This design comes from an exercise in tuning for small area, a short achievable clock period and few clock cycles on the open sky130 flow, not from production work. In this exercise RTL edits were held to simulation tests only and were not proved equivalent to the original.

Setup of old:
==> flow/design.v <==
module sw(i0, i1, i2, i3, o0, o1, o2, o3, clk, rst);
  input clk, rst;
  input [9:0] i0, i1, i2, i3;
  output [9:0] o0, o1, o2, o3;
  wire [9:0] in [0:3];
  assign in[0] = i0; assign in[1] = i1; assign in[2] = i2; assign in[3] = i3;
  wire [8:0] f [0:3];      
  wire [3:0] av;           
  wire [3:0] rq [0:3];     
  wire [3:0] hd;           
  wire [3:0] pop;
  reg  [3:0] busy;         
  reg  [3:0] own [0:3];    
  reg  [9:0] ob [0:3];     
  wire [3:0] req [0:3];    
  wire [3:0] gnt [0:3];
  wire [3:0] sel [0:3];    
  wire [3:0] gin;          
  genvar i, j;
  generate
    for (i = 0; i < 4; i = i + 1) begin : g_in
      fifo q(.clk(clk), .rst(rst), .din({in[i][9], in[i][7:0]}),
             .dval(in[i][9] | in[i][8]), .pop(pop[i]), .h(f[i]), .hv(av[i]), .hd(hd[i]), .req(rq[i]));
      assign gin[i] = gnt[0][i] | gnt[1][i] | gnt[2][i] | gnt[3][i];
      assign pop[i] = (~hd[i] & av[i]) | gin[i];
    end
    for (j = 0; j < 4; j = j + 1) begin : g_out
      for (i = 0; i < 4; i = i + 1) begin : g_r
        assign req[j][i] = rq[i][j];
        assign sel[j][i] = busy[j] ? (own[j][i] & av[i]) : gnt[j][i];
      end
      arb a(.clk(clk), .rst(rst), .req(req[j]), .busy(busy[j]), .gnt(gnt[j]));
    end
  endgenerate
  function [9:0] pick;
    input [3:0] s;
    input [8:0] f0, f1, f2, f3;
    input [3:0] h;
    begin
      pick = ({10{s[0]}} & {f0[8], ~h[0], f0[7:0]}) |
             ({10{s[1]}} & {f1[8], ~h[1], f1[7:0]}) |
             ({10{s[2]}} & {f2[8], ~h[2], f2[7:0]}) |
             ({10{s[3]}} & {f3[8], ~h[3], f3[7:0]});
    end
  endfunction
  wire [3:0] tl = av & {f[3][8], f[2][8], f[1][8], f[0][8]};
  integer k, n;
  always @(posedge clk) begin
    for (k = 0; k < 4; k = k + 1)
      ob[k] <= pick(sel[k], f[0], f[1], f[2], f[3], hd);
    if (rst) begin
      busy <= 4'b0000;
      for (k = 0; k < 4; k = k + 1) begin
        ob[k][9:8] <= 2'b00;
      end
    end else begin
      for (k = 0; k < 4; k = k + 1) begin
        busy[k] <= busy[k] ? ~|(own[k] & tl) : |req[k];
        if (!busy[k]) own[k] <= gnt[k];
      end
    end
  end
  assign o0 = ob[0];
  assign o1 = ob[1];
  assign o2 = ob[2];
  assign o3 = ob[3];
endmodule
module fifo(clk, rst, din, dval, pop, h, hv, hd, req);
  input clk, rst, dval, pop;
  input [8:0] din;
  output reg [8:0] h;    
  output reg hv;         
  output reg [3:0] req;  
  reg [15*9-1:0] mem;    
  reg [3:0] rp, wp;      
  output reg hd;         
  reg empty, full;       
  function [3:0] dec;
    input [1:0] d;
    dec = {d == 2'd3, d == 2'd2, d == 2'd1, d == 2'd0};
  endfunction
  wire [8:0] rd = mem[9*rp +: 9];
  wire [3:0] rpn, wpn;           
  inc15 ir(.p(rp), .n(rpn));
  inc15 iw(.p(wp), .n(wpn));
  wire e_rd = (rpn == wp);       
  wire f_wr = (wpn == rp);       
  wire take = ~hv | pop;         
  wire fromm = take & ~empty;    
  wire byp = take & empty & dval;  
  wire wr = dval & ~byp;         
  wire [3:0] rq_rd = dec(rd[1:0]);
  wire [3:0] rq_in = dval ? dec(din[1:0]) : 4'b0000;
  wire tl = ~hd & h[8];          
  integer k;
  always @(posedge clk) begin
    for (k = 0; k < 15; k = k + 1)
      if (!full && wp == k) mem[9*k +: 9] <= din;
    if (take) h <= empty ? din : rd;
    if (rst) begin
      rp <= 4'd0;
      wp <= 4'd0;
      empty <= 1'b1;
      full <= 1'b0;
      hv <= 1'b0;
      hd <= 1'b1;
      req <= 4'b0000;
    end else begin
      if (wr) wp <= wpn;
      if (fromm) rp <= rpn;
      empty <= fromm ? (wr ? empty : e_rd) : (wr ? 1'b0 : empty);
      full <= wr ? (fromm ? full : f_wr) : (fromm ? 1'b0 : full);
      hv <= ~take | ~empty | dval;
      if (pop) hd <= tl;
      if (pop) req <= tl ? (empty ? rq_in : rq_rd) : 4'b0000;
      else if (!hv) req <= hd ? rq_in : 4'b0000;
    end
  end
endmodule
module inc15(p, n);
  input [3:0] p;
  output [3:0] n;
  assign n = (p == 4'd14) ? 4'd0 : p + 4'd1;
endmodule
module arb(clk, rst, req, busy, gnt);
  input clk, rst, busy;
  input [3:0] req;
  output [3:0] gnt;
  reg [5:0] p;           
  wire [3:0] w [0:3];
  assign w[0] = {p[2], p[1], p[0], 1'b0};
  assign w[1] = {p[4], p[3], 1'b0, ~p[0]};
  assign w[2] = {p[5], 1'b0, ~p[3], ~p[1]};
  assign w[3] = {1'b0, ~p[5], ~p[4], ~p[2]};
  genvar i;
  generate
    for (i = 0; i < 4; i = i + 1) begin : g
      assign gnt[i] = req[i] & ~busy &
                      ~(req[(i+1)%4] & w[(i+1)%4][i]) &
                      ~(req[(i+2)%4] & w[(i+2)%4][i]) &
                      ~(req[(i+3)%4] & w[(i+3)%4][i]);
    end
  endgenerate
  always @(posedge clk) begin
    if (rst)
      p <= 6'b111111;    
    else if (~busy & |req)    
      p <= ({6{gnt[0]}} & 6'b111000) |    
           ({6{gnt[1]}} & 6'b100001) |    
           ({6{gnt[2]}} & 6'b001011) |    
           ({6{gnt[3]}} & 6'b111111);     
  end
endmodule
export LEC_CHECK = 0
export CAP_MARGIN = 20
export CORE_MARGIN = 2
export CORE_UTILIZATION = 40
export CTS_CLUSTER_DIAMETER = 80
export CTS_CLUSTER_SIZE = 24
export PLACE_DENSITY = 0.6
export SETUP_SLACK_MARGIN = 3.8
export SLEW_MARGIN = 20
create_clock -name core_clock -period 6.0 [get_ports {clk}]
standard.sh (not shown) runs the stock make flow with config.mk's settings and CLKGATE_MAP_FILE= SYNTH_SCRIPT=/design/flow/synth_recipe.tcl, a recipe that flattens the netlist after the stock synthesis.
==> flow/flow/run.sh <==
#!/bin/bash
# Standard ORFS layout, with plain buffers (buf_4) on the ports instead of the
# delay-cell buffers buffer_ports picks by default, and sizing not held to
# the cell footprint.
set -euo pipefail
export BUFFER_PORTS_ARGS="-buffer_cell sky130_fd_sc_hd__buf_4"
bash standard.sh MATCH_CELL_FOOTPRINT=0 finish > orfs_make.log 2>&1
old finished all stages; the layout is clean.
Testbench counts of old, summed over its fixed seeds: cycles 2,639.
[inputs] new vs old
--- a/flow/design.v
+++ b/flow/design.v
@@ -71,48 +71,45 @@
   output reg [8:0] h;    
   output reg hv;         
   output reg [3:0] req;  
   reg [15*9-1:0] mem;    
   reg [3:0] rp, wp;      
   output reg hd;         
-  reg empty, full;       
+  reg empty;             
   function [3:0] dec;
     input [1:0] d;
     dec = {d == 2'd3, d == 2'd2, d == 2'd1, d == 2'd0};
   endfunction
   wire [8:0] rd = mem[9*rp +: 9];
   wire [3:0] rpn, wpn;           
   inc15 ir(.p(rp), .n(rpn));
   inc15 iw(.p(wp), .n(wpn));
   wire e_rd = (rpn == wp);       
-  wire f_wr = (wpn == rp);       
   wire take = ~hv | pop;         
   wire fromm = take & ~empty;    
   wire byp = take & empty & dval;  
   wire wr = dval & ~byp;         
   wire [3:0] rq_rd = dec(rd[1:0]);
   wire [3:0] rq_in = dval ? dec(din[1:0]) : 4'b0000;
   wire tl = ~hd & h[8];          
   integer k;
   always @(posedge clk) begin
     for (k = 0; k < 15; k = k + 1)
-      if (!full && wp == k) mem[9*k +: 9] <= din;
+      if (dval && wp == k) mem[9*k +: 9] <= din;
     if (take) h <= empty ? din : rd;
     if (rst) begin
       rp <= 4'd0;
       wp <= 4'd0;
       empty <= 1'b1;
-      full <= 1'b0;
       hv <= 1'b0;
       hd <= 1'b1;
       req <= 4'b0000;
     end else begin
       if (wr) wp <= wpn;
       if (fromm) rp <= rpn;
       empty <= fromm ? (wr ? empty : e_rd) : (wr ? 1'b0 : empty);
-      full <= wr ? (fromm ? full : f_wr) : (fromm ? 1'b0 : full);
       hv <= ~take | ~empty | dval;
       if (pop) hd <= tl;
       if (pop) req <= tl ? (empty ? rq_in : rq_rd) : 4'b0000;
       else if (!hv) req <= hd ? rq_in : 4'b0000;
     end
   end
Results
Looking at standard-cell row count, new sits below old.
Taking old as the reference, in new area added between synthesis and finish rose 0.58 points, part of the Yosys area used for sequential elements climbed 1.3 points, number of fill cells in the layout -about 4.6%, met1 routing resource usage after global routing decreased 0.29 points.
Comparing old and new, the higher number of different library cells in the post-synthesis netlist is on old.
Utilization is lower on old
Between new and old, it is new whose average routed wire per standard cell is higher, by 2.1%.
Testbench counts of new, summed over its fixed seeds: cycles 2,639.

what the ideal ports hide:
The flow's constraints put no driver on any port. The routed layouts listed below were extracted and timed again, unchanged, in two steps. Step 1: set_driving_cell puts a clkbuf_16 on clk and a buf_2 on each other input, an assumption about the parent block. Step 2, shift: input delay + t, output delay - t, t = (earliest + latest rising clock arrival at the registers) / 2. This alone moves slack from input paths to output paths. Three values: no drivers, after step 1, after step 2; two values: the first two.
| run | t (ns) | setup WS [ns] | clock arrival spread, ns | worst register clock-pin slew, ns | worst data-port slew with drivers (ns) |
|---|---|---|---|---|---|
| old | 0.644 | 3.759 / 3.704 / 3.299 | 0.032 / 0.032 | 0.11 / 0.11 | 0.08 |
| new | 0.642 | 3.696 / 3.665 / 3.248 | 0.030 / 0.030 | 0.10 / 0.10 | 0.07 |
After both steps every run listed still meets setup and hold. The setup slack of old, which loses most, moves by -0.055 ns with the drivers and by -0.460 ns with both steps.
